From an optimization exercise on the open Yosys and OpenROAD flow, aimed at small area and a short achievable clock period; shortcuts taken in it are not production practice.
The RTL was checked by simulation tests, not by an equivalence proof against the original design.
The clock port is modelled as an ideal driver, which makes a skipped or thinned clock tree look cheaper than it is; a real chip needs a root buffer or a tree.
No activity file was given, so power comes from the tool's default toggle rates.

File: flow/design.v
`timescale 1ns / 1ps
module conv( input clk, input data_in, input [1:0]row_in, input [1:0]col_in,
input signed [7:0]data, output reg signed [7:0]out );
reg [7:0] n00, n01, n02, x20, x21, x22;
wire w0 = data_in & (row_in == 2'd0);
wire w2 = data_in & (row_in == 2'd2);
always @(posedge clk) begin
  if (w0 & (col_in == 2'd0)) n00 <= ~data;
  if (w0 & (col_in == 2'd1)) n01 <= ~data;
  if (w0 & (col_in == 2'd2)) n02 <= ~data;
  if (w2 & (col_in == 2'd0)) x20 <= data;
  if (w2 & (col_in == 2'd1)) x21 <= data;
  if (w2 & (col_in == 2'd2)) x22 <= data;
end
wire [10:0] a = {3'b0, x20}, b = {3'b0, x22}, c = {3'b0, n00};
wire [10:0] d = {3'b0, n02}, e = {2'b0, x21, 1'b0}, f = {2'b0, n01, 1'b0};
wire [10:0] s1 = a ^ b ^ c;
wire [10:0] c1 = {(a & b | a & c | b & c), 1'b1};
wire [10:0] s2 = d ^ e ^ f;
wire [10:0] maj2 = d & e | d & f | e & f;    
wire [10:0] c2 = {maj2[9:1], 1'b1, 1'b0};
wire [10:0] s3 = s1 ^ c1 ^ s2;
wire [10:0] c3 = {(s1 & c1 | s1 & s2 | c1 & s2), 1'b1};
wire [10:0] s4 = s3 ^ c3 ^ c2;
wire [10:0] c4 = {(s3 & c3 | s3 & c2 | c3 & c2), 1'b0};
wire [7:0] g = s4[7:0] & c4[7:0];
wire [7:0] p = s4[7:0] ^ c4[7:0];
wire [7:0] g1, p1, g2, p2, g3;
genvar i;
generate for (i = 0; i < 8; i = i + 1) begin : ks
  assign g1[i] = (i >= 1) ? g[i] | p[i] & g[i-1] : g[i];
  assign p1[i] = (i >= 1) ? p[i] & p[i-1] : p[i];
  assign g2[i] = (i >= 2) ? g1[i] | p1[i] & g1[i-2] : g1[i];
  assign p2[i] = (i >= 2) ? p1[i] & p1[i-2] : p1[i];
  assign g3[i] = (i >= 4) ? g2[i] | p2[i] & g2[i-4] : g2[i];
end endgenerate
wire [8:0] cy = {g3, 1'b0};           
wire g1_copy = ~(~s4[1] | ~c4[1]);
wire [7:0] lo = p ^ {cy[7:3], g1_copy, cy[1:0]};
localparam [127:0] HTAB = 128'hfffffffffffffffbfffbb220b2200000;
wire [4:0] hb = {c4[10], c4[9], s4[9], c4[8], s4[8]};
wire [3:0] hf = HTAB[hb*4 +: 4];
wire sat  = cy[8] ? hf[0] : hf[2];
wire pass = cy[8] ? hf[1] : hf[3];
wire hold = data_in;
always @(posedge clk)
  out <= {8{hold}} & out | {8{~hold & sat}} | {8{~hold & pass}} & lo;
endmodule
File: flow/flow/run.sh
#!/bin/bash
# The standard ORFS flow (the standard.sh) with these changes:
#  - synthesis without Yosys's early ABC pass (SYNTH_ARGS=-noabc), ABC area script;
#  - extra don't-use cells: sky130_fd_sc_hd__ha_1 sky130_fd_sc_hd__ha_2 sky130_fd_sc_hd__ha_4
#  - port buffers of a chosen cell;
#  - flow/skew.tcl after clock tree synthesis: optionally (TREE_N > 0) it first
#    replaces the clock tree by TREE_N buffers on the clock port (flow/tree.tcl); which delays the clock of the out
#    register (useful skew for the paths from the window registers into it).
# The full output of the tools goes to standard.log here (ORFS's own logs are under orfs/logs).
export SKEW_DRV_CELL=sky130_fd_sc_hd__clkbuf_4
export SKEW_REPAIR_GAIN=0
export SKEW_OUT_MARGIN=0
export TREE_N=4
export SKEW_INPUT_EXTRA=0.1
export SKEW_DE_FANOUT=4
export SKEW_DE_BUF=sky130_fd_sc_hd__buf_4
export TREE_CELL=sky130_fd_sc_hd__clkbuf_8
# The platform's don't-use list, then the extra cells.
DU="sky130_fd_sc_hd__lpflow_bleeder_1 sky130_fd_sc_hd__lpflow_clkbufkapwr_1 sky130_fd_sc_hd__lpflow_clkbufkapwr_16 sky130_fd_sc_hd__lpflow_clkbufkapwr_2 sky130_fd_sc_hd__lpflow_clkbufkapwr_4 sky130_fd_sc_hd__lpflow_clkbufkapwr_8 sky130_fd_sc_hd__lpflow_clkinvkapwr_1 sky130_fd_sc_hd__lpflow_clkinvkapwr_16 sky130_fd_sc_hd__lpflow_clkinvkapwr_2 sky130_fd_sc_hd__lpflow_clkinvkapwr_4 sky130_fd_sc_hd__lpflow_clkinvkapwr_8 sky130_fd_sc_hd__lpflow_decapkapwr_12 sky130_fd_sc_hd__lpflow_decapkapwr_3 sky130_fd_sc_hd__lpflow_decapkapwr_4 sky130_fd_sc_hd__lpflow_decapkapwr_6 sky130_fd_sc_hd__lpflow_decapkapwr_8 sky130_fd_sc_hd__lpflow_inputiso0n_1 sky130_fd_sc_hd__lpflow_inputiso0p_1 sky130_fd_sc_hd__lpflow_inputiso1n_1 sky130_fd_sc_hd__lpflow_inputiso1p_1 sky130_fd_sc_hd__lpflow_inputisolatch_1 sky130_fd_sc_hd__lpflow_isobufsrc_1 sky130_fd_sc_hd__lpflow_isobufsrc_16 sky130_fd_sc_hd__lpflow_isobufsrc_2 sky130_fd_sc_hd__lpflow_isobufsrc_4 sky130_fd_sc_hd__lpflow_isobufsrc_8 sky130_fd_sc_hd__lpflow_isobufsrckapwr_16 sky130_fd_sc_hd__lpflow_lsbuf_lh_hl_isowell_tap_1 sky130_fd_sc_hd__lpflow_lsbuf_lh_hl_isowell_tap_2 sky130_fd_sc_hd__lpflow_lsbuf_lh_hl_isowell_tap_4 sky130_fd_sc_hd__lpflow_lsbuf_lh_isowell_4 sky130_fd_sc_hd__lpflow_lsbuf_lh_isowell_tap_1 sky130_fd_sc_hd__lpflow_lsbuf_lh_isowell_tap_2 sky130_fd_sc_hd__lpflow_lsbuf_lh_isowell_tap_4 sky130_fd_sc_hd__probe_p_8 sky130_fd_sc_hd__probec_p_8  sky130_fd_sc_hd__ha_1 sky130_fd_sc_hd__ha_2 sky130_fd_sc_hd__ha_4"
bash standard.sh DONT_USE_CELLS="$DU" SYNTH_ARGS=-noabc ABC_AREA=1 BUFFER_PORTS_ARGS='-buffer_cell sky130_fd_sc_hd__buf_2' CORE_UTILIZATION=60 HOLD_SLACK_MARGIN=0.1 HOLD_SLACK_MARGIN=0.2 CORE_UTILIZATION=50 POST_CTS_TCL=$PWD/flow/skew.tcl finish > standard.log 2>&1
File: flow/flow/skew.tcl
# Useful skew for the paths from the window registers into the out register:
# after clock tree synthesis, delay the clock of the out flip-flops with a
# buffer (SKEW_DRV_CELL) and a chain of delay cells in front of it. Each cell
# of the chain is chosen from a list by the worst setup slack it gives, and the
# chain stops when no cell improves that slack.
proc skew_env {name default} {
  if {[info exists ::env($name)] && $::env($name) ne ""} { return $::env($name) }
  return $default
}
set drv_cell [skew_env SKEW_DRV_CELL sky130_fd_sc_hd__clkbuf_4]
set cands [skew_env SKEW_CANDS {sky130_fd_sc_hd__clkdlybuf4s50_1 sky130_fd_sc_hd__clkdlybuf4s25_1 sky130_fd_sc_hd__clkdlybuf4s18_1 sky130_fd_sc_hd__clkdlybuf4s15_1 sky130_fd_sc_hd__clkbuf_1}]
set max_cells [skew_env SKEW_MAX_CELLS 6]
set ::skew_out_margin [skew_env SKEW_OUT_MARGIN 0]

# The slack the skew trades: the worst of the paths into the out flip-flops
# and the paths from them to the output ports.
proc skew_ws {} {
  estimate_parasitics -placement
  set d [get_pins -of_objects $::skew_out_regs -filter "direction == input"]
  set a [get_property [find_timing_paths -to $d -path_delay max] slack]
  set b [get_property [find_timing_paths -to [all_outputs] -path_delay max] slack]
  return [expr {min($a, $b - $::skew_out_margin)}]
}
proc skew_input_pin {inst} {
  return [get_pins -of_objects [get_cells $inst] -filter "direction == input"]
}

# Optionally replace the clock tree first (flow/tree.tcl).
if {[skew_env TREE_N 0] > 0} {
  source [file join [file dirname [info script]] tree.tcl]
  estimate_parasitics -placement
}
set pins {}
foreach pin [all_registers -clock_pins] {
  if {[string match {out\[*} [get_full_name $pin]]} { lappend pins $pin }
}
puts "skew: [llength $pins] out clock pins"
set ::skew_out_regs [get_cells -of_objects $pins]
set ws0 [skew_ws]
puts "skew: worst setup slack without skew $ws0"
set head [insert_buffer -buffer_cell $drv_cell -load_pins $pins -load_pins_on_diff_nets -buffer_name skew_drv -net_name skew_net]
set ws [skew_ws]
puts "skew: driver $head ($drv_cell): worst setup slack $ws"
if {$ws <= $ws0} {
  remove_buffers $head
  estimate_parasitics -placement
  puts "skew: no gain, driver removed"
} else {
  for {set i 0} {$i < $max_cells} {incr i} {
    set x [insert_buffer -buffer_cell [lindex $cands 0] -load_pins [skew_input_pin $head] -buffer_name skew_dly$i -net_name skew_net]
    set best ""
    set best_ws $ws
    foreach c $cands {
      replace_cell $x $c
      set w [skew_ws]
      puts "skew:   $c: $w"
      if {$w > $best_ws + 0.002} { set best $c; set best_ws $w }
    }
    if {$best eq ""} {
      remove_buffers $x
      estimate_parasitics -placement
      puts "skew: no cell improves the slack; chain done"
      break
    }
    replace_cell $x $best
    set head $x
    set ws [skew_ws]
    puts "skew: added $x ($best): worst setup slack $ws"
  }
}
# Optionally, give the nets that drive the flip-flops' enable pins
# (SKEW_DE_FANOUT or more of them) a stronger driver: the same cell at drive
# strength 4 when the library has it.
set de_fanout [skew_env SKEW_DE_FANOUT 0]
if {$de_fanout > 0} {
  set lib_cells {}
  foreach n [[ord::get_db_block] getNets] {
    set de 0
    set drv ""
    foreach it [$n getITerms] {
      if {[$it getMTerm] ne "" && [[$it getMTerm] getName] eq "DE"} { incr de }
      if {[$it isOutputSignal]} { set drv [$it getInst] }
    }
    if {$de >= $de_fanout && $drv ne "" && [skew_env SKEW_DE_BUF ""] ne ""} {
      set b [insert_buffer -buffer_cell [skew_env SKEW_DE_BUF ""] -net [$n getName]]
      puts "skew: buffered [$n getName] ($de enable pins) with [skew_env SKEW_DE_BUF ""]"
    } elseif {$de >= $de_fanout && $drv ne ""} {
      set m [[$drv getMaster] getName]
      regsub {_[0-9]+$} $m {_4} m4
      if {$m4 ne $m && [[ord::get_db] findMaster $m4] ne "NULL"} {
        puts "skew: [$drv getName] $m -> $m4 (drives $de enable pins)"
        replace_cell [$drv getName] $m4
      }
    }
  }
  estimate_parasitics -placement
  puts "skew: after enable drivers, worst setup slack [worst_slack -max]"
}
# Optionally, repair the paths from the input ports alone (the skew does not
# change them) up to the slack the skew reached, plus SKEW_INPUT_EXTRA.
set in_extra [skew_env SKEW_INPUT_EXTRA ""]
if {$in_extra ne ""} {
  set target [expr {[skew_ws] + $in_extra}]
  set d [get_pins -of_objects $::skew_out_regs -filter "direction == input"]
  set_false_path -setup -to $d
  set_false_path -setup -to [all_outputs]
  estimate_parasitics -placement
  puts "skew: input paths: worst slack [worst_slack -max], target $target"
  repair_timing -setup -setup_margin $target -verbose
  unset_path_exceptions -setup -to $d
  unset_path_exceptions -setup -to [all_outputs]
  estimate_parasitics -placement
  puts "skew: after input repair, worst setup slack [worst_slack -max]"
}
# Optionally, size up cells on the worst paths once the skew is in place.
set gain [skew_env SKEW_REPAIR_GAIN 0]
if {$gain > 0} {
  estimate_parasitics -placement
  set ws [worst_slack -max]
  repair_timing -setup -setup_margin [expr {$ws + $gain}] -sequence [skew_env SKEW_REPAIR_SEQ "sizeup,swap"] -verbose
  estimate_parasitics -placement
  puts "skew: after repair, worst setup slack [worst_slack -max]"
}
foreach n [[ord::get_db_block] getNets] {
  if {[string match skew_net* [$n getName]]} { $n setSigType CLOCK }
}
detailed_placement
check_placement -verbose
estimate_parasitics -placement
puts "skew: final worst setup slack [worst_slack -max]"
File: flow/flow/tree.tcl
# Replace the clock tree that CTS built with TREE_N clock buffers (TREE_CELL),
# each driven by the clock port and driving the clock pins of one group of
# flip-flops (groups by recursive bisection of their positions).
proc tree_env {name default} {
  if {[info exists ::env($name)] && $::env($name) ne ""} { return $::env($name) }
  return $default
}
proc tree_center {it} {
  set b [[$it getInst] getBBox]
  return [list [expr {([$b xMin] + [$b xMax]) / 2}] [expr {([$b yMin] + [$b yMax]) / 2}]]
}
# split a list of iterms into n groups, alternating the axis
proc tree_split {its n axis} {
  if {$n <= 1} { return [list $its] }
  set keyed {}
  foreach it $its { lappend keyed [list [lindex [tree_center $it] $axis] $it] }
  set sorted {}
  foreach k [lsort -integer -index 0 $keyed] { lappend sorted [lindex $k 1] }
  set n1 [expr {$n / 2}]
  set cut [expr {([llength $sorted] * $n1) / $n}]
  set a [lrange $sorted 0 [expr {$cut - 1}]]
  set b [lrange $sorted $cut end]
  return [concat [tree_split $a $n1 [expr {1 - $axis}]] [tree_split $b [expr {$n - $n1}] [expr {1 - $axis}]]]
}
set block [ord::get_db_block]
set clk_port_net [[$block findBTerm clk] getNet]
set master [[ord::get_db] findMaster [tree_env TREE_CELL sky130_fd_sc_hd__clkbuf_8]]
set nbuf [tree_env TREE_N 3]
set sinks {}
foreach inst [$block getInsts] {
  if {[string match {sky130_fd_sc_hd__*df*} [[$inst getMaster] getName]]} {
    lappend sinks [$inst findITerm CLK]
  }
}
# the old tree: every other instance on the clock nets
set old_nets {}
foreach n [$block getNets] {
  if {[$n getSigType] eq "CLOCK" && $n ne $clk_port_net} { lappend old_nets $n }
}
set old_insts {}
foreach n [concat [list $clk_port_net] $old_nets] {
  foreach it [$n getITerms] {
    set i [$it getInst]
    if {![string match {sky130_fd_sc_hd__*df*} [[$i getMaster] getName]] && [lsearch -exact $old_insts $i] < 0} { lappend old_insts $i }
  }
}
foreach it $sinks { $it disconnect }
foreach i $old_insts { puts "tree: removing [$i getName] ([[$i getMaster] getName])"; odb::dbInst_destroy $i }
foreach n $old_nets { if {[llength [$n getITerms]] == 0} { odb::dbNet_destroy $n } }
set k 0
foreach group [tree_split $sinks $nbuf 0] {
  set sx 0; set sy 0
  foreach it $group { lassign [tree_center $it] x y; incr sx $x; incr sy $y }
  set buf [odb::dbInst_create $block $master clk_tree_buf$k]
  $buf setLocation [expr {$sx / [llength $group]}] [expr {$sy / [llength $group]}]
  $buf setPlacementStatus PLACED
  set net [odb::dbNet_create $block clk_tree_net$k]
  $net setSigType CLOCK
  [$buf findITerm A] connect $clk_port_net
  [$buf findITerm X] connect $net
  foreach it $group { $it connect $net }
  puts "tree: clk_tree_buf$k ([$master getName]) drives [llength $group] clock pins"
  incr k
}
File: flow/standard.sh
#!/bin/bash
# synth_recipe.tcl (not shown) runs the flow's synth.tcl, then flattens the netlist and writes it again
# the make line also repeats each setting of config.mk as NAME=value (left out here)
make -C /OpenROAD-flow-scripts/flow DESIGN_CONFIG=/design/flow/config.mk WORK_HOME=/design/flow/orfs CLKGATE_MAP_FILE= SYNTH_SCRIPT=/design/flow/synth_recipe.tcl "${@:-finish}"
File: flow/config.mk
export PLATFORM = sky130hd
export DESIGN_NAME = conv
export DESIGN_NICKNAME = conv
export VERILOG_FILES = /design/flow/design.v
export SDC_FILE = /design/flow/constraint.sdc
export NUM_CORES = 4
export LEC_CHECK = 0
export CAP_MARGIN = 20
export CORE_MARGIN = 2
export CORE_UTILIZATION = 40
export SLEW_MARGIN = 20
File: flow/constraint.sdc
create_clock -name core_clock -period 6.0 [get_ports {clk}]
set_input_delay 1.2000 -clock core_clock [delete_from_list [all_inputs] [get_ports {clk}]]
set_output_delay 1.2000 -clock core_clock [all_outputs]
set_load 0.01 [all_outputs]
==> reports/metrics.yaml, run 1 <==
outcome:
  status: "timing/DRC/antenna clean"
floorplanning:
  coreArea_um2: 5510
  die_height_um: 79.7
  die-area_um2: 6360
  initial_utilization_pct: 52.1
  die_x_um: 79.7
  pin_count: 22
  rows: 27
routing:
  first_iter_violations: 104
  drt-vias-per-instance: 4.98
  drtPass1Iterations: 4
  avgRoutedWirePerCell_um: 15.1
  drc_errors: 0
  ant_nets: 0
  route.vias.total: 1698
  wl_mm: 5.14
worst_setup_path:
  arrival_ns: 1.27
  cpMaxStageDelayCell: "dfxtp_1"
  cp_max_fo: 2
  worstSetupPathDepth: 1
  endpoint_kind: "output port"
  crit_buf_inv: 1
  worstPathRequired_ns: 4.80
  crit_type: "reg -> out"
  r2r_cells: 14
  timing.rr.start: "x20[6]$_DFFE_PP_"
  cp-start-kind: "flip-flop"
  path_delay_family: "flip-flops"
  worstPathCellList: "buf_2"
  cpPeakStageDelay_ns: 0.35
  cp-startpoint: "out[2]$_DFF_P_"
sta:
  rsz0062_at_grt: "no"
  slew_viol_final: 0
  period_needed_ns: 2.47
  fin_tns_setup_ns: 0
  worstMarginPinSlew_ns: 0.284
  finClkSkew_ns: 0.649
  setup-violations-final: 0
  fmax_mhz: 405
  maxSlewHeadroom_pct: 80.9
  post-route-period-util_pct: 41.2
  hold_viol_final: 0
  whs_ns: 0.159
pwr:
  ir_worst_vdd_mv: 0.196
  power.density_nw_per_um2: 265
  power_frac_clock_pct: 20.4
  combPwrFrac_pct: 26.0
  swShare_pct: 28.5
  leakagePower_nw: 1.34
  switching_power_uw: 246
  p_int_uw: 616
  seqPwrFrac_pct: 53.6
synth:
  syn_inst: 233
  synth_top_area_cell: "edfxtp_1"
  syn-cell-area_um2: 2870
  synthTopCellsByArea: "edfxtp_1 (50%), fa_1 (21%), nand2_1 (7.5%)"
  yosys_warnings: 1
  syn_nets: 277
  seq_area_frac_synth_pct: 55.8
  ys_seq_elements: 56
  synth_top_area_share_pct: 50.3
  synth_cell_type_count: 21
  avgSynthCellArea_um2: 12.3
hold_path:
  min_from: "n02[0]$_DFFE_PP_"
  worstHoldPathType: "reg -> reg"
  hold_depth: 5
placed_design:
  place.gp.congestion: 0.774
  portBuffers: 21
  dpl.hpwl_mm: 3.81
finish:
  drive_gt1_share_pct: 19.3
  fill_cells: 461
  n_antenna_cell: 0
  final_cell_mix: "nand2_1 (57), edfxtp_1 (48), fa_1 (30), inv_1 (24), nand3_1 (22)"
  syn_to_final_growth_pct: 13.4
  final_nets: 315
  layout_commonest_cell: "nand2_1"
grt:
  grt_max_degree: 15
  grt_antenna_before_repair: 0
  grt_pass1_wl_mm: 8.55
  grt_pass1_vias: 1853
  track_usage_pct: 18.5
  grt_overflow: 0
clock_tree:
  clock_latency_ns: 0.78
  clk_pin_slew_worst_paths_ns: 0.09
  clkSinkCount: 56
job:
  cap_viol_max_count: 0
[cell families after synthesis]
group                    after synthesis  share of synthesized area, %
AND/OR/NAND/NOR                      110                          17.3
flip-flops                            56                          55.8
adder cells (fa/ha/maj)               30                          20.9
buffers and inverters                 28                          3.71
XOR/XNOR                               5                          1.53
AO/OA/AOI/OAI                          4                         0.698
[per-layer routing]
metal | global-route usage, % | wire length (um) | up-vias
met1 | 23.6 | 2220 | 842
met2 | 31.8 | 2720 | 17
li1 | - | - | 835
met3 | 2.83 | 144 | 4
met4 | 7.29 | 54 | 0
met5 | 0 | 0 | -
[stage by stage]
stage	total power [mW]	std cells	area [um2]	util (%)	setup slack, ns
2_1_floorplan	0.629	233	2870	-	3.20
5_1_grt	0.915	341	3250	59.1	3.42
3_5_place_dp	0.693	328	3100	56.2	2.97
3_3_place_gp	0.690	328	3100	56.2	3.00
6_report	0.862	341	3250	59.1	3.53
[flip-flops by register name, indices dropped and copies added, names as in the netlist]
signal	cells
out	8
n00	8
n01	8
n02	8
x20	8
x21	8
x22	8
[power by group through the flow]
stage / Clock [mW] / Combinational, mW / Sequential [mW]
6_report: 0.176 / 0.224 / 0.462
5_1_grt: 0.194 / 0.255 / 0.466
3_5_place_dp: 0 / 0.222 / 0.471
3_3_place_gp: 0 / 0.219 / 0.471
2_1_floorplan: 0 / 0.149 / 0.480
[Yosys cell counts]
| cell type | number |
|---|---|
| nand2_1 | 57 |
| edfxtp_1 | 48 |
| fa_1 | 30 |
| inv_1 | 24 |
| nand3_1 | 22 |
| nor2_1 | 13 |
| dfxtp_1 | 8 |
| nor3_1 | 6 |
| nand2_2 | 4 |
| o21ai_0 | 4 |
| xor2_1 | 3 |
| clkinv_1 | 2 |
| nand2_4 | 2 |
| nand3_2 | 2 |
| xnor2_1 | 2 |
| buf_2 | 1 |
| inv_2 | 1 |
| nand2b_1 | 1 |
| nand4_1 | 1 |
| nor2_2 | 1 |
| or2_2 | 1 |
[worst register-to-register path, cell delays in order (launching register included)]
cell	delay (ns)
edfxtp_1	0.40
fa_1	0.51
fa_1	0.52
fa_1	0.59
inv_1	0.08
nand2_1	0.07
nand2_2	0.07
nand2_2	0.07
nor2_1	0.05
nor2_2	0.10
nand2_1	0.07
nand2_1	0.06
nand2_1	0.06
nand2_2	0.14
nand3_1	0.11
[cell type report, clock buffers not listed]
class,instances,area (um2),share of cell area [%]
flip-flops and latches,56,1600,49.2
multi-input cells,149,1200,36.8
repair buffers,31,185,5.69
inverters,27,105,3.23
well taps,72,90.1,2.77
plain buffers,4,55.1,1.69
[worst paths after layout]
| kind | slack (ns) | endpoint |
|---|---|---|
| setup / recovery | 3.53 | out[2] |
| hold reg to reg | 0.16 | out[1]$_DFF_P_ |
| hold / removal | 0.16 | out[1]$_DFF_P_ |
| setup reg to reg | 3.64 | out[6]$_DFF_P_ |
==> run 2: changes to the inputs <==
--- a/flow/flow/run.sh
+++ b/flow/flow/run.sh
@@ -18,3 +18,3 @@
 # The platform's don't-use list, then the extra cells.
 DU="sky130_fd_sc_hd__lpflow_bleeder_1 sky130_fd_sc_hd__lpflow_clkbufkapwr_1 sky130_fd_sc_hd__lpflow_clkbufkapwr_16 sky130_fd_sc_hd__lpflow_clkbufkapwr_2 sky130_fd_sc_hd__lpflow_clkbufkapwr_4 sky130_fd_sc_hd__lpflow_clkbufkapwr_8 sky130_fd_sc_hd__lpflow_clkinvkapwr_1 sky130_fd_sc_hd__lpflow_clkinvkapwr_16 sky130_fd_sc_hd__lpflow_clkinvkapwr_2 sky130_fd_sc_hd__lpflow_clkinvkapwr_4 sky130_fd_sc_hd__lpflow_clkinvkapwr_8 sky130_fd_sc_hd__lpflow_decapkapwr_12 sky130_fd_sc_hd__lpflow_decapkapwr_3 sky130_fd_sc_hd__lpflow_decapkapwr_4 sky130_fd_sc_hd__lpflow_decapkapwr_6 sky130_fd_sc_hd__lpflow_decapkapwr_8 sky130_fd_sc_hd__lpflow_inputiso0n_1 sky130_fd_sc_hd__lpflow_inputiso0p_1 sky130_fd_sc_hd__lpflow_inputiso1n_1 sky130_fd_sc_hd__lpflow_inputiso1p_1 sky130_fd_sc_hd__lpflow_inputisolatch_1 sky130_fd_sc_hd__lpflow_isobufsrc_1 sky130_fd_sc_hd__lpflow_isobufsrc_16 sky130_fd_sc_hd__lpflow_isobufsrc_2 sky130_fd_sc_hd__lpflow_isobufsrc_4 sky130_fd_sc_hd__lpflow_isobufsrc_8 sky130_fd_sc_hd__lpflow_isobufsrckapwr_16 sky130_fd_sc_hd__lpflow_lsbuf_lh_hl_isowell_tap_1 sky130_fd_sc_hd__lpflow_lsbuf_lh_hl_isowell_tap_2 sky130_fd_sc_hd__lpflow_lsbuf_lh_hl_isowell_tap_4 sky130_fd_sc_hd__lpflow_lsbuf_lh_isowell_4 sky130_fd_sc_hd__lpflow_lsbuf_lh_isowell_tap_1 sky130_fd_sc_hd__lpflow_lsbuf_lh_isowell_tap_2 sky130_fd_sc_hd__lpflow_lsbuf_lh_isowell_tap_4 sky130_fd_sc_hd__probe_p_8 sky130_fd_sc_hd__probec_p_8  sky130_fd_sc_hd__ha_1 sky130_fd_sc_hd__ha_2 sky130_fd_sc_hd__ha_4"
-bash standard.sh DONT_USE_CELLS="$DU" SYNTH_ARGS=-noabc ABC_AREA=1 BUFFER_PORTS_ARGS='-buffer_cell sky130_fd_sc_hd__buf_2' CORE_UTILIZATION=60 HOLD_SLACK_MARGIN=0.1 HOLD_SLACK_MARGIN=0.2 CORE_UTILIZATION=50 POST_CTS_TCL=$PWD/flow/skew.tcl finish > standard.log 2>&1
+bash standard.sh DONT_USE_CELLS="$DU" SYNTH_ARGS=-noabc ABC_AREA=1 BUFFER_PORTS_ARGS='-buffer_cell sky130_fd_sc_hd__buf_2' CORE_UTILIZATION=60 HOLD_SLACK_MARGIN=0.1 HOLD_SLACK_MARGIN=0.2 POST_CTS_TCL=$PWD/flow/skew.tcl finish > standard.log 2>&1
==> run 2 against run 1 <==
Still clean on timing, DRC and antenna. Worst hold slack worse by 0.012 ns. Utilization rose by 11 points. Critical path depth stayed put. Sequential power about the same. Sequential share of layout area rose by 0.095 points. Power down 0.92%. Critical path type unchanged.
==> reports/metrics.yaml, run 2 <==
sta:
  fmax_mhz: 409  # was 405 MHz
  setup-violations-final: 0  # unchanged
  rsz0062_at_grt: "no"  # unchanged
  period_needed_ns: 2.45  # was 2.47 ns
  maxSlewHeadroom_pct: 78.8  # was 80.9%
  slew_viol_final: 0  # unchanged
  hold_viol_final: 0  # unchanged
  finClkSkew_ns: 0.646  # was 0.649 ns
  worstMarginPinSlew_ns: 0.315  # was 0.284 ns
  post-route-period-util_pct: 40.8  # was 41.2%
  fin_ws_ns: 3.55  # was 3.53 ns
  fin_tns_setup_ns: 0  # unchanged
grt:
  grt_antenna_before_repair: 0  # unchanged
  grt_pass1_wl_mm: 7.95  # was 8.55 mm
  grt_overflow: 0  # unchanged
  track_usage_pct: 20.9  # was 18.5%
  grt_pass1_vias: 1736  # was 1853
  grt_max_degree: 15  # unchanged
floorplanning:
  pin_count: 22  # unchanged
  coreArea_um2: 4660  # was 5510 um2
  die_height_um: 73.1  # was 79.7 um
  die_x_um: 73.1  # was 79.7 um
  die-area_um2: 5350  # was 6360 um2
  initial_utilization_pct: 61.5  # was 52.1%
  rows: 25  # was 27
worst_setup_path:
  path_delay_family: "flip-flops"  # unchanged
  crit_buf_inv: 1  # unchanged
  cp-start-kind: "flip-flop"  # unchanged
  worstPathRequired_ns: 4.80  # about the same
  cp_max_fo: 2  # unchanged
  cpMaxStageDelayCell: "dfxtp_1"  # unchanged
  r2r_setup_slack_ns: 3.59  # was 3.64 ns
  crit_type: "reg -> out"  # unchanged
  worstPathCellList: "buf_2"  # unchanged
  arrival_ns: 1.25  # was 1.27 ns
  endpoint_kind: "output port"  # unchanged
  cpPeakStageDelay_ns: 0.34  # was 0.35 ns
hold_path:
  worstHoldPathType: "reg -> reg"  # unchanged
routing:
  first_iter_violations: 55  # was 104
  route.vias.total: 1728  # was 1698
  wl_mm: 4.91  # was 5.14 mm
  ant_nets: 0  # unchanged
  drt-vias-per-instance: 5.30  # was 4.98
  avgRoutedWirePerCell_um: 15.1  # about the same
  drtPass1Iterations: 4  # unchanged
  drc_errors: 0  # unchanged
synth:
  synthTopCellsByArea: "edfxtp_1 (50%), fa_1 (21%), nand2_1 (7.5%)"  # unchanged
  synth_cell_type_count: 21  # unchanged
  synth_common_cells: "nand2_1 (57), edfxtp_1 (48), fa_1 (30)"  # unchanged
  synthFlopType: "edfxtp_1"  # unchanged
  syn_nets: 277  # unchanged
  synth_most_common_cell: "nand2_1"  # unchanged
  yosys_warnings: 1  # unchanged
  async_reset_ff_share_pct: 0  # unchanged
  synth_top_area_cell: "edfxtp_1"  # unchanged
  syn-cell-area_um2: 2870  # unchanged
  seq_area_frac_synth_pct: 55.8  # unchanged
  syn_inst: 233  # unchanged
  avgSynthCellArea_um2: 12.3  # unchanged
  ys_seq_elements: 56  # unchanged
  synth_edf_count: 48  # unchanged
  synth_top_area_share_pct: 50.3  # unchanged
outcome:
  status: "timing/DRC/antenna clean"  # unchanged
finish:
  final_nets: 318  # was 315
  final_cell_mix: "nand2_1 (56), edfxtp_1 (48), fa_1 (30), inv_1 (24), nand3_1 (22)"  # was nand2_1 (57), edfxtp_1 (48), fa_1 (30), inv_1 (24), nand3_1 (22)
  drive_gt1_share_pct: 19.9  # was 19.3%
  n_antenna_cell: 0  # unchanged
  layout_commonest_cell: "nand2_1"  # unchanged
  syn_to_final_growth_pct: 13.2  # was 13.4%
clock_tree:
  clkSinkCount: 56  # unchanged
  clk_pin_slew_worst_paths_ns: 0.09  # about the same
  clock_latency_ns: 0.77  # was 0.78 ns
placed_design:
  dp_slack_ns: 2.90  # was 2.97 ns
  portBuffers: 21  # unchanged
  dpl.hpwl_mm: 3.55  # was 3.81 mm
  place.gp.congestion: 0.803  # was 0.774
pwr:
  power.density_nw_per_um2: 263  # was 265 nW/um2
  leakagePower_nw: 1.35  # was 1.34 nW
  ir_worst_vdd_mv: 0.185  # was 0.196 mV
job:
  cap_viol_max_count: 0  # unchanged
[run 2: cell types whose count changed in the layout (fill, tap and decap cells not counted)]
| cell | change |
|---|---|
| buf_4 | +2 |
| dlygate4sd3_1 | +1 |
| nand2_1 | -1 |
| nor3_4 | -1 |
| nand2_2 | +1 |
| nor3_1 | +1 |
[run 2: final timing paths]
path | startpoint | end | depth (start not counted)
worst max-delay path | out[6]$_DFF_P_ | out[6] | 1
worst min-delay path | n02[0]$_DFFE_PP_ | out[2]$_DFF_P_ | 4
worst max register to register | x20[6]$_DFFE_PP_ | out[5]$_DFF_P_ | 14
worst min register to register | n02[0]$_DFFE_PP_ | out[2]$_DFF_P_ | 4
[run 2: layout make-up, clock buffers not listed]
class	instances	area [um2]
fillers	348	1420
plain buffers	4	55.1
multi-input cells	149	1190
repair buffers	34	210
flip-flops and latches	56	1600
inverters	27	105
well taps	54	67.6
[run 2: through the flow]
stage / instance area (um2) / hold slack, ns / total power [mW] / utilization [%] / instances
6_report: 3250 / 0.147 / 0.854 / 69.6 / 326
2_1_floorplan: 2870 / 0.500 / 0.629 / - / 233
5_1_grt: 3250 / 0.205 / 0.904 / 69.6 / 326
3_5_place_dp: 3070 / 0.454 / 0.687 / 65.9 / 310
3_3_place_gp: 3070 / 0.451 / 0.683 / 65.9 / 310
[run 2: report_power, final]
group / switching (mW) / internal (mW) / leakage, nW / total [mW]
registers: 0.0123 / 0.449 / 0.501 / 0.461
clock network: 0.0921 / 0.0799 / 0.0373 / 0.172
logic: 0.133 / 0.0870 / 0.812 / 0.220
total: 0.238 / 0.616 / 1.35 / 0.854
[run 2: cells by family after synthesis]
family	count (synthesis)	share of synthesized area (%)
AOI/OAI and AO/OA	4	0.698
xor gates and xnor gates	5	1.53
adders and majority gates	30	20.9
buffers and inverters	28	3.71
DFF	56	55.8
and+or+nand+nor	110	17.3
[run 2: metal layers]
metal | global-route usage (%) | up-vias | wire length (um)
li1 | - | 838 | -
met1 | 27.5 | 842 | 2130
met2 | 34.5 | 39 | 2450
met3 | 4.01 | 9 | 212
met4 | 8.64 | 0 | 121
met5 | 0 | - | 0
==> run 3: changes to the inputs <==
--- a/flow/flow/skew.tcl
+++ b/flow/flow/skew.tcl
@@ -82,5 +82,7 @@
       if {[$it isOutputSignal]} { set drv [$it getInst] }
     }
-    if {$de >= $de_fanout && $drv ne "" && [skew_env SKEW_DE_BUF ""] ne ""} {
+    if {$de >= $de_fanout && $drv ne "" && [string match {sky130_fd_sc_hd__buf_*} [[$drv getMaster] getName]]} {
+      puts "skew: [$n getName] ($de enable pins) is already driven by a buffer"
+    } elseif {$de >= $de_fanout && $drv ne "" && [skew_env SKEW_DE_BUF ""] ne ""} {
       set b [insert_buffer -buffer_cell [skew_env SKEW_DE_BUF ""] -net [$n getName]]
       puts "skew: buffered [$n getName] ($de enable pins) with [skew_env SKEW_DE_BUF ""]"
==> run 3 against run 2 <==
Sequential power about the same. Critical path type unchanged. First-iteration DRC count is 47% higher. Still clean. Critical endpoint unchanged. Synthesized cell count stayed put. Fmax up 0.11%. Clock skew fell by 0.0021 ns. Critical path depth stayed put. Register-to-register slack about the same. Clock power about the same. Utilization shrank 0.59 points. Power decreased by 0.17%. Largest power group unchanged. Die area is the same. Setup slack better by 0.0027 ns.
==> reports/metrics.yaml, run 3 <==
synth:
  async_reset_ff_share_pct: 0  # unchanged
  synth_edf_count: 48  # unchanged
  synth_common_cells: "nand2_1 (57), edfxtp_1 (48), fa_1 (30)"  # unchanged
  synthTopCellsByArea: "edfxtp_1 (50%), fa_1 (21%), nand2_1 (7.5%)"  # unchanged
  synth_top_area_share_pct: 50.3  # unchanged
  avgSynthCellArea_um2: 12.3  # unchanged
  synth_most_common_cell: "nand2_1"  # unchanged
  synth_top_area_cell: "edfxtp_1"  # unchanged
  synthFlopType: "edfxtp_1"  # unchanged
  synth_cell_type_count: 21  # unchanged
  seq_area_frac_synth_pct: 55.8  # unchanged
  syn_inst: 233  # unchanged
  ys_seq_elements: 56  # unchanged
  syn_nets: 277  # unchanged
  yosys_warnings: 1  # unchanged
  syn-cell-area_um2: 2870  # unchanged
worst_setup_path:
  worstPathCellList: "buf_2"  # unchanged
  arrival_ns: 1.24  # was 1.25 ns
  cpMaxStageDelayCell: "dfxtp_1"  # unchanged
  endpoint_kind: "output port"  # unchanged
  timing.rr.start: "x20[6]$_DFFE_PP_"  # unchanged
  path_delay_family: "flip-flops"  # unchanged
  cpPeakStageDelay_ns: 0.34  # about the same
  r2r_cells: 14  # unchanged
  worstPathRequired_ns: 4.80  # about the same
  crit_type: "reg -> out"  # unchanged
  r2r-end: "out[5]$_DFF_P_"  # unchanged
  r2r_setup_slack_ns: 3.59  # about the same
  cp_max_fo: 2  # unchanged
  cp-start-kind: "flip-flop"  # unchanged
  crit_buf_inv: 1  # unchanged
floorplanning:
  die-area_um2: 5350  # unchanged
  rows: 25  # unchanged
  coreArea_um2: 4660  # unchanged
  initial_utilization_pct: 61.5  # unchanged
  pin_count: 22  # unchanged
  die_height_um: 73.1  # unchanged
  die_x_um: 73.1  # unchanged
sta:
  hold_viol_final: 0  # unchanged
  fin_tns_setup_ns: 0  # unchanged
  period_needed_ns: 2.44  # was 2.45 ns
  maxSlewHeadroom_pct: 78.8  # about the same
  worstMarginPinSlew_ns: 0.314  # was 0.315 ns
  fmax_mhz: 409  # about the same
  rsz0062_at_grt: "no"  # unchanged
  slew_viol_final: 0  # unchanged
  setup-violations-final: 0  # unchanged
  finClkSkew_ns: 0.644  # was 0.646 ns
  post-route-period-util_pct: 40.7  # was 40.8%
  whs_ns: 0.144  # was 0.147 ns
finish:
  final_nets: 315  # was 318
  finalInstanceArea_um2: 3220  # was 3250 um2
  syn_to_final_growth_pct: 12.2  # was 13.2%
  final_cell_mix: "nand2_1 (57), edfxtp_1 (48), fa_1 (30), inv_1 (24), nand3_1 (22)"  # was nand2_1 (56), edfxtp_1 (48), fa_1 (30), inv_1 (24), nand3_1 (22)
  n_antenna_cell: 0  # unchanged
  layout_commonest_cell: "nand2_1"  # unchanged
  fin_util_pct: 69.0  # was 69.6%
  drive_gt1_share_pct: 18.6  # was 19.9%
placed_design:
  portBuffers: 21  # unchanged
  dpl.hpwl_mm: 3.55  # unchanged
  place.gp.congestion: 0.803  # unchanged
  placed_cell_area_um2: 3070  # unchanged
outcome:
  status: "timing/DRC/antenna clean"  # unchanged
pwr:
  leakagePower_nw: 1.33  # was 1.35 nW
  power.density_nw_per_um2: 265  # was 263 nW/um2
  p_total_uw: 852  # was 854 uW
  ir_worst_vdd_mv: 0.187  # was 0.185 mV
routing:
  avgRoutedWirePerCell_um: 15.0  # was 15.1 um
  drc_errors: 0  # unchanged
  ant_nets: 0  # unchanged
  wl_mm: 4.86  # was 4.91 mm
  drt-vias-per-instance: 5.33  # was 5.30
  drtPass1Iterations: 4  # unchanged
  route.vias.total: 1721  # was 1728
  first_iter_violations: 81  # was 55
clock_tree:
  clock_latency_ns: 0.77  # about the same
  clkSinkCount: 56  # unchanged
  clk_pin_slew_worst_paths_ns: 0.09  # about the same
grt:
  track_usage_pct: 20.4  # was 20.9%
  grt_pass1_vias: 1706  # was 1736
  grt_antenna_before_repair: 0  # unchanged
  grt_max_degree: 15  # unchanged
  grt_pass1_wl_mm: 7.77  # was 7.95 mm
  grt_overflow: 0  # unchanged
hold_path:
  min_from: "n02[0]$_DFFE_PP_"  # unchanged
  worstHoldPathType: "reg -> reg"  # unchanged
  hold_depth: 4  # unchanged
  hold_end: "out[2]$_DFF_P_"  # unchanged
job:
  cap_viol_max_count: 0  # unchanged
run 3: cell counts after synthesis:
Identical to the previous run, type by type.
run 3: metrics by stage:
stage          std cells  setup WS [ns]
6_report             323           3.56
5_1_grt              323           3.35
3_5_place_dp         310           2.90
3_3_place_gp         310           2.96
2_1_floorplan        233           3.20
run 3: how the worst max path moves through the flow:
stage	slack [ns]	cells past startpoint	endpoint	start
2_1_floorplan	3.20	14	out[1]$_DFF_P_	x20[6]$_DFFE_PP_
3_3_place_gp	2.96	6	x20[5]$_DFFE_PP_	data_in
5_1_grt	3.35	14	out[5]$_DFF_P_	x20[7]$_DFFE_PP_
6_report	3.56	1	out[6]	out[6]$_DFF_P_
3_5_place_dp	2.90	6	x20[4]$_DFFE_PP_	data_in
run 3: report_power, final:
group	switching, mW	internal [mW]
clock	0.0921	0.0799
sequential	0.0123	0.449
combinational	0.133	0.0863
total	0.237	0.615
run 3: final cells by class, clock buffers not listed:
type | count | area [um2]
Buffer | 4 | 55.1
Multi-Input combinational cell | 149 | 1190
Sequential cell | 56 | 1600
Tap cell | 54 | 67.6
Timing Repair Buffer | 31 | 185
Fill cell | 357 | 1440
Inverter | 27 | 105
run 3: per-layer routing:
| layer | track usage, % | wire length, um | up-vias |
|---|---|---|---|
| li1 | - | - | 834 |
| met1 | 26.9 | 2110 | 844 |
| met2 | 34.1 | 2430 | 36 |
| met3 | 3.31 | 213 | 7 |
| met4 | 7.82 | 102 | 0 |
| met5 | 0 | 0 | - |
run 3: logic make-up after synthesis:
kind of cell	after synthesis	synth area share (%)
flops	56	55.8
fa+ha+maj	30	20.9
simple gates	110	17.3
buf+inv	28	3.71
compound gates	4	0.698
xor+xnor	5	1.53
==> run 4: changes to the inputs <==
==> flow/flow/run.sh (replaced) <==
#!/bin/bash
# The standard ORFS flow (the standard.sh) with these changes:
#  - synthesis without Yosys's early ABC pass (SYNTH_ARGS=-noabc), ABC area script;
#  - extra don't-use cells: 
#  - port buffers of a chosen cell;
#  - flow/skew.tcl after clock tree synthesis: optionally (TREE_N > 0) it first
#    replaces the clock tree by TREE_N buffers on the clock port (flow/tree.tcl); which delays the clock of the out
#    register (useful skew for the paths from the window registers into it).
# The full output of the tools goes to standard.log here (ORFS's own logs are under orfs/logs).
export SKEW_DRV_CELL=sky130_fd_sc_hd__clkbuf_4
export SKEW_REPAIR_GAIN=0
export SKEW_OUT_MARGIN=0
export TREE_N=4
export SKEW_INPUT_EXTRA=0.1
export SKEW_DE_FANOUT=4
export SKEW_DE_BUF=sky130_fd_sc_hd__buf_4
export TREE_CELL=sky130_fd_sc_hd__clkbuf_8
# The platform's don't-use list, then the extra cells.
DU="sky130_fd_sc_hd__lpflow_bleeder_1 sky130_fd_sc_hd__lpflow_clkbufkapwr_1 sky130_fd_sc_hd__lpflow_clkbufkapwr_16 sky130_fd_sc_hd__lpflow_clkbufkapwr_2 sky130_fd_sc_hd__lpflow_clkbufkapwr_4 sky130_fd_sc_hd__lpflow_clkbufkapwr_8 sky130_fd_sc_hd__lpflow_clkinvkapwr_1 sky130_fd_sc_hd__lpflow_clkinvkapwr_16 sky130_fd_sc_hd__lpflow_clkinvkapwr_2 sky130_fd_sc_hd__lpflow_clkinvkapwr_4 sky130_fd_sc_hd__lpflow_clkinvkapwr_8 sky130_fd_sc_hd__lpflow_decapkapwr_12 sky130_fd_sc_hd__lpflow_decapkapwr_3 sky130_fd_sc_hd__lpflow_decapkapwr_4 sky130_fd_sc_hd__lpflow_decapkapwr_6 sky130_fd_sc_hd__lpflow_decapkapwr_8 sky130_fd_sc_hd__lpflow_inputiso0n_1 sky130_fd_sc_hd__lpflow_inputiso0p_1 sky130_fd_sc_hd__lpflow_inputiso1n_1 sky130_fd_sc_hd__lpflow_inputiso1p_1 sky130_fd_sc_hd__lpflow_inputisolatch_1 sky130_fd_sc_hd__lpflow_isobufsrc_1 sky130_fd_sc_hd__lpflow_isobufsrc_16 sky130_fd_sc_hd__lpflow_isobufsrc_2 sky130_fd_sc_hd__lpflow_isobufsrc_4 sky130_fd_sc_hd__lpflow_isobufsrc_8 sky130_fd_sc_hd__lpflow_isobufsrckapwr_16 sky130_fd_sc_hd__lpflow_lsbuf_lh_hl_isowell_tap_1 sky130_fd_sc_hd__lpflow_lsbuf_lh_hl_isowell_tap_2 sky130_fd_sc_hd__lpflow_lsbuf_lh_hl_isowell_tap_4 sky130_fd_sc_hd__lpflow_lsbuf_lh_isowell_4 sky130_fd_sc_hd__lpflow_lsbuf_lh_isowell_tap_1 sky130_fd_sc_hd__lpflow_lsbuf_lh_isowell_tap_2 sky130_fd_sc_hd__lpflow_lsbuf_lh_isowell_tap_4 sky130_fd_sc_hd__probe_p_8 sky130_fd_sc_hd__probec_p_8  "
bash standard.sh DONT_USE_CELLS="$DU" SYNTH_ARGS=-noabc ABC_AREA=1 BUFFER_PORTS_ARGS='-buffer_cell sky130_fd_sc_hd__buf_2' CORE_UTILIZATION=60 HOLD_SLACK_MARGIN=0.1 HOLD_SLACK_MARGIN=0.2 POST_CTS_TCL=$PWD/flow/skew.tcl finish > standard.log 2>&1
--- a/flow/flow/skew.tcl
+++ b/flow/flow/skew.tcl
@@ -82,7 +82,5 @@
       if {[$it isOutputSignal]} { set drv [$it getInst] }
     }
-    if {$de >= $de_fanout && $drv ne "" && [string match {sky130_fd_sc_hd__buf_*} [[$drv getMaster] getName]]} {
-      puts "skew: [$n getName] ($de enable pins) is already driven by a buffer"
-    } elseif {$de >= $de_fanout && $drv ne "" && [skew_env SKEW_DE_BUF ""] ne ""} {
+    if {$de >= $de_fanout && $drv ne "" && [skew_env SKEW_DE_BUF ""] ne ""} {
       set b [insert_buffer -buffer_cell [skew_env SKEW_DE_BUF ""] -net [$n getName]]
       puts "skew: buffered [$n getName] ($de enable pins) with [skew_env SKEW_DE_BUF ""]"
==> run 4 against run 3 <==
Sequential share of layout area is 1.6 points lower. Largest cell class unchanged. Highest routed layer unchanged. Wire length rose by 2.5%. Synthesized area rose by 2.8%. Register-to-register slack lost 0.07 ns. Still clean.
==> reports/metrics.yaml, run 4 <==
worst_setup_path:
  worstPathCellList: "buf_2"  # unchanged
  arrival_ns: 1.33  # was 1.24 ns
  crit_type: "reg -> out"  # unchanged
  worstPathRequired_ns: 4.80  # about the same
  cpMaxStageDelayCell: "dfxtp_1"  # unchanged
  cp_max_fo: 2  # unchanged
  path_delay_family: "flip-flops"  # unchanged
  crit_buf_inv: 1  # unchanged
  endpoint_kind: "output port"  # unchanged
  cp-start-kind: "flip-flop"  # unchanged
  cpPeakStageDelay_ns: 0.35  # was 0.34 ns
synth:
  yosys_warnings: 1  # unchanged
  synth_top_area_cell: "edfxtp_1"  # unchanged
  synthFlopType: "edfxtp_1"  # unchanged
  async_reset_ff_share_pct: 0  # unchanged
  synth_most_common_cell: "edfxtp_1"  # was nand2_1
  seq_area_frac_synth_pct: 54.3  # was 55.8%
  synth_cell_type_count: 19  # was 21
  syn-cell-area_um2: 2950  # was 2870 um2
  ys_seq_elements: 56  # unchanged
  synth_common_cells: "edfxtp_1 (48), nand2_1 (40), inv_1 (34)"  # was nand2_1 (57), edfxtp_1 (48), fa_1 (30)
  synthTopCellsByArea: "edfxtp_1 (49%), fa_1 (20%), ha_1 (5.5%)"  # was edfxtp_1 (50%), fa_1 (21%), nand2_1 (7.5%)
  syn_inst: 228  # was 233
  synth_edf_count: 48  # unchanged
  syn_nets: 285  # was 277
  avgSynthCellArea_um2: 12.9  # was 12.3 um2
  synth_top_area_share_pct: 48.9  # was 50.3%
routing:
  ant_nets: 0  # unchanged
  drt-vias-per-instance: 5.14  # was 5.33
  drc_errors: 0  # unchanged
  route.vias.total: 1712  # was 1721
  drtPass1Iterations: 4  # unchanged
  first_iter_violations: 100  # was 81
  wl_mm: 4.98  # was 4.86 mm
  avgRoutedWirePerCell_um: 15.0  # about the same
grt:
  grt_antenna_before_repair: 0  # unchanged
  grt_pass1_vias: 1802  # was 1706
  grt_max_degree: 15  # unchanged
  grt_overflow: 0  # unchanged
  grt_pass1_wl_mm: 8.49  # was 7.77 mm
  track_usage_pct: 21.8  # was 20.4%
floorplanning:
  die_x_um: 74.1  # was 73.1 um
  pin_count: 22  # unchanged
  die_height_um: 74.1  # was 73.1 um
  rows: 25  # unchanged
  initial_utilization_pct: 62.4  # was 61.5%
  die-area_um2: 5490  # was 5350 um2
  coreArea_um2: 4720  # was 4660 um2
sta:
  setup-violations-final: 0  # unchanged
  slew_viol_final: 0  # unchanged
  maxSlewHeadroom_pct: 85.1  # was 78.8%
  fmax_mhz: 395  # was 409 MHz
  rsz0062_at_grt: "no"  # unchanged
  post-route-period-util_pct: 42.2  # was 40.7%
  fin_ws_ns: 3.47  # was 3.56 ns
  finClkSkew_ns: 0.725  # was 0.644 ns
  fin_tns_setup_ns: 0  # unchanged
  worstMarginPinSlew_ns: 0.221  # was 0.314 ns
  period_needed_ns: 2.53  # was 2.44 ns
  hold_viol_final: 0  # unchanged
clock_tree:
  clk_pin_slew_worst_paths_ns: 0.09  # about the same
  clkSinkCount: 56  # unchanged
  clock_latency_ns: 0.85  # was 0.77 ns
job:
  cap_viol_max_count: 0  # unchanged
placed_design:
  portBuffers: 21  # unchanged
  place.gp.congestion: 0.935  # was 0.803
  dpl.hpwl_mm: 3.78  # was 3.55 mm
  placedCellCount: 317  # was 310
  dp_slack_ns: 2.81  # was 2.90 ns
finish:
  final_cell_mix: "edfxtp_1 (48), nand2_1 (40), inv_1 (34), fa_1 (30), nand3_1 (23)"  # was nand2_1 (57), edfxtp_1 (48), fa_1 (30), inv_1 (24), nand3_1 (22)
  syn_to_final_growth_pct: 12.8  # was 12.2%
  fill_cells: 340  # was 357
  layout_commonest_cell: "edfxtp_1"  # was nand2_1
  n_antenna_cell: 0  # unchanged
  layoutNonFillerInstCount: 333  # was 323
  drive_gt1_share_pct: 18.8  # was 18.6%
  final_nets: 325  # was 315
outcome:
  status: "timing/DRC/antenna clean"  # unchanged
pwr:
  power.density_nw_per_um2: 273  # was 265 nW/um2
  leakagePower_nw: 1.40  # was 1.33 nW
  ir_worst_vdd_mv: 0.237  # was 0.187 mV
hold_path:
  worstHoldPathType: "reg -> reg"  # unchanged
==> run 4: cell count changes after synthesis, sizes merged, moves of 2 or more <==
cell	previous run	this run
xnor2	2	0
nand2	63	45
nor2	14	7
ha	0	13
inv	25	34
a21oi	0	2
==> run 4: kinds of logic (layout without fill, tap and decap cells) <==
logic type,after synthesis,count (layout),synth area share [%]
AOI/OAI and AO/OA,5,5,0.976
xor gates and xnor gates,3,3,0.891
adders and majority gates,43,43,25.9
buffers and inverters,36,74,4.71
DFF,56,56,54.3
and+or+nand+nor,85,85,13.2
==> run 4: path summary, 6_finish.rpt <==
kind,start,end,slack (ns),cells after the start
hold reg to reg,n00[0]$_DFFE_PP_,out[0]$_DFF_P_,0.30,5
setup reg to reg,x20[5]$_DFFE_PP_,out[5]$_DFF_P_,3.52,11
setup / recovery,out[4]$_DFF_P_,out[4],3.47,1
hold / removal,n00[0]$_DFFE_PP_,out[0]$_DFF_P_,0.30,5
==> run 4: worst min-delay path, delay by kind of cell, from the launching register on <==
family | cells | cell delay, ns
flops | 1 | 0.34
simple gates | 2 | 0.15
fa+ha+maj | 2 | 0.47
buf+inv | 1 | 0.04
==> run 4: layout make-up, clock buffers not listed <==
cell class              instances  area [um2]  area share [%]
multi-input cells             136        1240            37.3
well taps                      67        83.8            2.52
flip-flops and latches         56        1600            48.1
inverters                      35         135            4.06
repair buffers                 32         190            5.72
plain buffers                   4        55.1            1.65
==> run 4: power breakdown <==
group / switching (mW) / internal [mW]
clock: 0.0944 / 0.0826
combinational: 0.156 / 0.104
sequential: 0.0162 / 0.456
total: 0.266 / 0.643
==> run 4: layer usage <==
metal / vias to the layer above / wire length (um) / track usage [%]
met3: 6 / 188 / 5.83
met1: 849 / 2140 / 28.7
met4: 0 / 74 / 6.26
li1: 826 / - / -
met5: - / 0 / 0
met2: 31 / 2580 / 36.1
==> run 4: per-stage QoR <==
step                      utilization [%]  power, mW  cell area (um2)  hold WS [ns]
after detailed placement             67.0      0.739             3170         0.453
after floorplan                         -      0.662             2950         0.499
after global routing                 70.4      0.969             3330         0.377
final                                70.4      0.909             3330         0.301
after global placement               66.9      0.730             3160         0.453
==> run 5: changes to the inputs <==
==> flow/flow/run.sh (replaced) <==
#!/bin/bash
# Layout flow: the standard ORFS flow (standard.sh) with these changes.
#  - Synthesis: Yosys synth without its early ABC pass (SYNTH_ARGS=-noabc), so the
#    carry-save adder written in the RTL reaches extract_fa intact; ABC area script;
#    half-adder cells are don't-use (full adders are still used). Registers come out
#    as in the standard synthesis.
#  - Port buffers are buf_2 cells; core utilisation 60%; hold repair margin 0.2 ns.
#  - After clock tree synthesis, flow/skew.tcl (POST_CTS_TCL):
#      1. flow/tree.tcl replaces the clock tree by TREE_N clkbuf_8 cells on the clock
#         port, each driving one group of flip-flops;
#      2. the clock of the out register gets a buffer and delay cells (useful skew
#         for the paths from the window registers into out);
#      3. the nets driving many flip-flop enable pins get a buffer;
#      4. the paths from the input ports are repaired up to the slack the skew reached.
# make's output (all tools) goes to standard.log here; ORFS's per-step logs are
# under orfs/logs.
export TREE_N=4
export TREE_CELL=sky130_fd_sc_hd__clkbuf_8
export SKEW_DRV_CELL=sky130_fd_sc_hd__clkbuf_4
export SKEW_REPAIR_GAIN=0
export SKEW_OUT_MARGIN=0
export SKEW_DE_FANOUT=4
export SKEW_DE_BUF=sky130_fd_sc_hd__buf_4
export SKEW_INPUT_EXTRA=0.1
# The platform's don't-use list, then the half-adder cells.
DU="sky130_fd_sc_hd__lpflow_bleeder_1 sky130_fd_sc_hd__lpflow_clkbufkapwr_1 sky130_fd_sc_hd__lpflow_clkbufkapwr_16 sky130_fd_sc_hd__lpflow_clkbufkapwr_2 sky130_fd_sc_hd__lpflow_clkbufkapwr_4 sky130_fd_sc_hd__lpflow_clkbufkapwr_8 sky130_fd_sc_hd__lpflow_clkinvkapwr_1 sky130_fd_sc_hd__lpflow_clkinvkapwr_16 sky130_fd_sc_hd__lpflow_clkinvkapwr_2 sky130_fd_sc_hd__lpflow_clkinvkapwr_4 sky130_fd_sc_hd__lpflow_clkinvkapwr_8 sky130_fd_sc_hd__lpflow_decapkapwr_12 sky130_fd_sc_hd__lpflow_decapkapwr_3 sky130_fd_sc_hd__lpflow_decapkapwr_4 sky130_fd_sc_hd__lpflow_decapkapwr_6 sky130_fd_sc_hd__lpflow_decapkapwr_8 sky130_fd_sc_hd__lpflow_inputiso0n_1 sky130_fd_sc_hd__lpflow_inputiso0p_1 sky130_fd_sc_hd__lpflow_inputiso1n_1 sky130_fd_sc_hd__lpflow_inputiso1p_1 sky130_fd_sc_hd__lpflow_inputisolatch_1 sky130_fd_sc_hd__lpflow_isobufsrc_1 sky130_fd_sc_hd__lpflow_isobufsrc_16 sky130_fd_sc_hd__lpflow_isobufsrc_2 sky130_fd_sc_hd__lpflow_isobufsrc_4 sky130_fd_sc_hd__lpflow_isobufsrc_8 sky130_fd_sc_hd__lpflow_isobufsrckapwr_16 sky130_fd_sc_hd__lpflow_lsbuf_lh_hl_isowell_tap_1 sky130_fd_sc_hd__lpflow_lsbuf_lh_hl_isowell_tap_2 sky130_fd_sc_hd__lpflow_lsbuf_lh_hl_isowell_tap_4 sky130_fd_sc_hd__lpflow_lsbuf_lh_isowell_4 sky130_fd_sc_hd__lpflow_lsbuf_lh_isowell_tap_1 sky130_fd_sc_hd__lpflow_lsbuf_lh_isowell_tap_2 sky130_fd_sc_hd__lpflow_lsbuf_lh_isowell_tap_4 sky130_fd_sc_hd__probe_p_8 sky130_fd_sc_hd__probec_p_8  sky130_fd_sc_hd__ha_1 sky130_fd_sc_hd__ha_2 sky130_fd_sc_hd__ha_4"
bash standard.sh DONT_USE_CELLS="$DU" SYNTH_ARGS=-noabc ABC_AREA=1 BUFFER_PORTS_ARGS='-buffer_cell sky130_fd_sc_hd__buf_2' CORE_UTILIZATION=60 HOLD_SLACK_MARGIN=0.2 PLACE_DENSITY=0.80 POST_CTS_TCL=$PWD/flow/skew.tcl finish > standard.log 2>&1
--- a/flow/flow/skew.tcl
+++ b/flow/flow/skew.tcl
@@ -1,7 +1,9 @@
-# Useful skew for the paths from the window registers into the out register:
-# after clock tree synthesis, delay the clock of the out flip-flops with a
-# buffer (SKEW_DRV_CELL) and a chain of delay cells in front of it. Each cell
-# of the chain is chosen from a list by the worst setup slack it gives, and the
-# chain stops when no cell improves that slack.
+# Run after clock tree synthesis (POST_CTS_TCL). Optionally replaces the clock
+# tree (tree.tcl). Then useful skew for the paths from the window registers
+# into the out register: the clock of the out flip-flops gets a buffer
+# (SKEW_DRV_CELL) and a chain of delay cells in front of it. Each cell of the
+# chain is chosen from a list by the worst slack it gives to the paths into and
+# out of the out flip-flops, and the chain stops when no cell improves that
+# slack. Then optional repairs of the enable nets and of the input paths.
 proc skew_env {name default} {
   if {[info exists ::env($name)] && $::env($name) ne ""} { return $::env($name) }
@@ -82,5 +84,7 @@
       if {[$it isOutputSignal]} { set drv [$it getInst] }
     }
-    if {$de >= $de_fanout && $drv ne "" && [skew_env SKEW_DE_BUF ""] ne ""} {
+    if {$de >= $de_fanout && $drv ne "" && [string match {sky130_fd_sc_hd__buf_*} [[$drv getMaster] getName]]} {
+      puts "skew: [$n getName] ($de enable pins) is already driven by a buffer"
+    } elseif {$de >= $de_fanout && $drv ne "" && [skew_env SKEW_DE_BUF ""] ne ""} {
       set b [insert_buffer -buffer_cell [skew_env SKEW_DE_BUF ""] -net [$n getName]]
       puts "skew: buffered [$n getName] ($de enable pins) with [skew_env SKEW_DE_BUF ""]"
==> run 5 against run 4 <==
Cell count fell by 2.7%. Global-route usage rose by 1.6 points. Utilization decreased by 0.93 points. Clock skew decreased by 0.049 ns. Power decreased by 4.7%. Sequential share of layout area up 1.3 points. Critical path depth grew 12. Largest cell class unchanged. Highest routed layer unchanged.
==> reports/metrics.yaml, run 5 <==
worst_setup_path:
  worstPathRequired_ns: 6.69  # was 4.80 ns
  path_common_cell: "nand2_1"
  worstSetupPathDepth: 13  # was 1
  cp-startpoint: "x22[3]$_DFFE_PP_"  # was out[4]$_DFF_P_
  timing.rr.start: "x22[3]$_DFFE_PP_"  # was x20[5]$_DFFE_PP_
  cpPeakStageDelay_ns: 0.60  # was 0.35 ns
  arrival_ns: 3.17  # was 1.33 ns
  worstPathCellList: "fa_1 -> fa_1 -> fa_1 -> nand2_1 -> nand2_1 -> nand2_1 -> inv_1 -> nor2_1 -> nand2_1 -> nand3_1 -> nand2_1 -> nand3_1 -> nand3_1"  # was buf_2
  crit_type: "reg -> reg"  # was reg -> out
  r2r-end: "out[7]$_DFF_P_"  # was out[5]$_DFF_P_
  crit_end: "out[7]$_DFF_P_"  # was out[4]
  endpoint_kind: "flip-flop"  # was output port
  r2r_cells: 13  # was 11
  path_delay_family: "adder cells"  # was flip-flops
  cp_max_fo: 4  # was 2
  cp-start-kind: "flip-flop"  # unchanged
  crit_buf_inv: 1  # unchanged
  cpMaxStageDelayCell: "fa_1"  # was dfxtp_1
  r2r_setup_slack_ns: 3.52  # about the same
clock_tree:
  clock_latency_ns: 0.80  # was 0.85 ns
  clk_pin_slew_worst_paths_ns: 0.09  # about the same
  clkSinkCount: 56  # unchanged
floorplanning:
  initial_utilization_pct: 61.5  # was 62.4%
  die-area_um2: 5350  # was 5490 um2
  rows: 25  # unchanged
  die_x_um: 73.1  # was 74.1 um
  pin_count: 22  # unchanged
  coreArea_um2: 4660  # was 4720 um2
  die_height_um: 73.1  # was 74.1 um
grt:
  grt_antenna_before_repair: 0  # unchanged
  grt_overflow: 0  # unchanged
  grt_pass1_wl_mm: 8.89  # was 8.49 mm
  grt_pass1_vias: 1906  # was 1802
  grt_max_degree: 15  # unchanged
  track_usage_pct: 23.3  # was 21.8%
synth:
  yosys_warnings: 1  # unchanged
  synthFlopType: "edfxtp_1"  # unchanged
  synth_edf_count: 48  # unchanged
  seq_area_frac_synth_pct: 55.8  # was 54.3%
  syn_inst: 233  # was 228
  synth_cell_type_count: 21  # was 19
  syn-cell-area_um2: 2870  # was 2950 um2
  synth_top_area_cell: "edfxtp_1"  # unchanged
  synth_most_common_cell: "nand2_1"  # was edfxtp_1
  avgSynthCellArea_um2: 12.3  # was 12.9 um2
  async_reset_ff_share_pct: 0  # unchanged
  ys_seq_elements: 56  # unchanged
  synth_common_cells: "nand2_1 (57), edfxtp_1 (48), fa_1 (30)"  # was edfxtp_1 (48), nand2_1 (40), inv_1 (34)
  synth_top_area_share_pct: 50.3  # was 48.9%
  syn_nets: 277  # was 285
  synthTopCellsByArea: "edfxtp_1 (50%), fa_1 (21%), nand2_1 (7.5%)"  # was edfxtp_1 (49%), fa_1 (20%), ha_1 (5.5%)
sta:
  setup-violations-final: 0  # unchanged
  fin_tns_setup_ns: 0  # unchanged
  post-route-period-util_pct: 41.3  # was 42.2%
  fmax_mhz: 403  # was 395 MHz
  period_needed_ns: 2.48  # was 2.53 ns
  maxSlewHeadroom_pct: 77.7  # was 85.1%
  worstMarginPinSlew_ns: 0.331  # was 0.221 ns
  rsz0062_at_grt: "no"  # unchanged
  slew_viol_final: 0  # unchanged
  finClkSkew_ns: 0.676  # was 0.725 ns
  hold_viol_final: 0  # unchanged
routing:
  drc_errors: 0  # unchanged
  drtPass1Iterations: 4  # unchanged
  first_iter_violations: 122  # was 100
  wl_mm: 5.43  # was 4.98 mm
  route.vias.total: 1796  # was 1712
  avgRoutedWirePerCell_um: 16.8  # was 15.0 um
  ant_nets: 0  # unchanged
  drt-vias-per-instance: 5.54  # was 5.14
pwr:
  combPwrFrac_pct: 26.5  # was 28.6%
  ir_worst_vdd_mv: 0.155  # was 0.237 mV
  seqPwrFrac_pct: 53.2  # was 52.0%
  power.density_nw_per_um2: 268  # was 273 nW/um2
  p_int_uw: 617  # was 643 uW
  swShare_pct: 28.8  # was 29.3%
  leakagePower_nw: 1.35  # was 1.40 nW
  power_frac_clock_pct: 20.3  # was 19.5%
  switching_power_uw: 250  # was 266 uW
placed_design:
  dpl.hpwl_mm: 3.93  # was 3.78 mm
  portBuffers: 21  # unchanged
  place.gp.congestion: 0.873  # was 0.935
finish:
  drive_gt1_share_pct: 20.0  # was 18.8%
  n_antenna_cell: 0  # unchanged
  final_nets: 316  # was 325
  final_cell_mix: "nand2_1 (56), edfxtp_1 (48), fa_1 (30), inv_1 (24), nand3_1 (22)"  # was edfxtp_1 (48), nand2_1 (40), inv_1 (34), fa_1 (30), nand3_1 (23)
  syn_to_final_growth_pct: 13.0  # was 12.8%
  fin_util_pct: 69.5  # was 70.4%
  layout_commonest_cell: "nand2_1"  # was edfxtp_1
outcome:
  status: "timing/DRC/antenna clean"  # unchanged
job:
  cap_viol_max_count: 0  # unchanged
hold_path:
  min_from: "n00[0]$_DFFE_PP_"  # unchanged
  worstHoldPathType: "reg -> reg"  # unchanged
[run 5: area by class of cell, clock buffers not listed]
cell class / instances / area (um2)
multi-input combinational: 149 / 1200
buffer: 4 / 55.1
fill: 326 / 1420
tap: 54 / 67.6
inverter: 27 / 105
sequential: 56 / 1600
timing repair buffer: 32 / 193
[run 5: how the worst min path moves through the flow]
stage,slack [ns],to,depth (start not counted)
floorplan,0.50,out[1]$_DFF_P_,2
global placement,0.46,out[0]$_DFF_P_,2
detailed placement,0.45,out[2]$_DFF_P_,2
global route,0.27,out[0]$_DFF_P_,5
finish,0.22,out[0]$_DFF_P_,5
[run 5: tightest hold or removal path, delay by kind of cell, from the launching register on]
family / cells / cell delay [ns]
XOR/XNOR: 1 / 0.08
adder cells (fa/ha/maj): 1 / 0.24
buffers and inverters: 1 / 0.06
flip-flops: 1 / 0.34
AND/OR/NAND/NOR: 2 / 0.15
[run 5: logic make-up (layout without fill, tap and decap cells)]
kind of cell / Yosys count / after routing / synth area share (%)
compound gates: 4 / 4 / 0.698
xor+xnor: 5 / 5 / 1.53
fa+ha+maj: 30 / 30 / 20.9
buf+inv: 28 / 65 / 3.71
flops: 56 / 56 / 55.8
simple gates: 110 / 110 / 17.3
[run 5: metal layers]
metal  up-vias  GRT usage [%]  wire, um
li1        837              -         -
met1       877           27.2      2130
met2        61           40.8      2850
met3        21           4.56       228
met4         0           11.9       227
met5         -              0         0
[run 5: through the flow]
stage	cell area, um2	instances	setup WS [ns]	power [mW]	hold slack (ns)
finish	3240	324	3.52	0.867	0.217
floorplan	2870	233	3.20	0.629	0.500
global route	3240	324	3.40	0.914	0.265
global placement	3070	310	2.89	0.682	0.456
detailed placement	3070	310	2.79	0.691	0.453
[run 5: power groups by stage]
stage                     clock, mW  sequential (mW)  combinational [mW]
after floorplan                   0            0.480               0.149
after global placement            0            0.470               0.211
after detailed placement          0            0.471               0.220
after global routing          0.187            0.465               0.262
final                         0.176            0.461               0.230

## afterwards: timing with drivers on the ports
Ports are ideal in the flow. The routed layouts listed here were re-timed in OpenROAD.
Step 1, drivers: a clkbuf_16 drives clk and a buf_2 each remaining input, both assumed.
Step 2, shift: input delay + t, output delay - t, t = (earliest + latest rising clock arrival at the registers) / 2. This alone moves slack from input paths to output paths.
Slacks: ideal ports / drivers / drivers and shift; pairs: ideal ports / drivers.
run	t, ns	slack for setup (ns)	worst hold slack (ns)	clock arrival spread, ns	worst data-port slew with drivers (ns)
run 1	0.517	3.531 / 3.470 / 3.140	0.159 / 0.159 / 0.159	0.649 / 0.649	0.03
run 2	0.500	3.553 / 3.498 / 3.135	0.147 / 0.147 / 0.147	0.646 / 0.645	0.03
run 3	0.500	3.556 / 3.501 / 3.164	0.144 / 0.144 / 0.144	0.643 / 0.644	0.03
run 4	0.542	3.467 / 3.411 / 3.044	0.301 / 0.301 / 0.301	0.726 / 0.725	0.03
run 5	0.522	3.520 / 3.466 / 3.102	0.217 / 0.217 / 0.217	0.676 / 0.676	0.04
Clock arrivals are far apart in every run listed, so t is only a midpoint there and step 2 fits no single register. The setup slack of run 4, which loses most, moves by -0.056 ns with the drivers and by -0.423 ns with both steps.
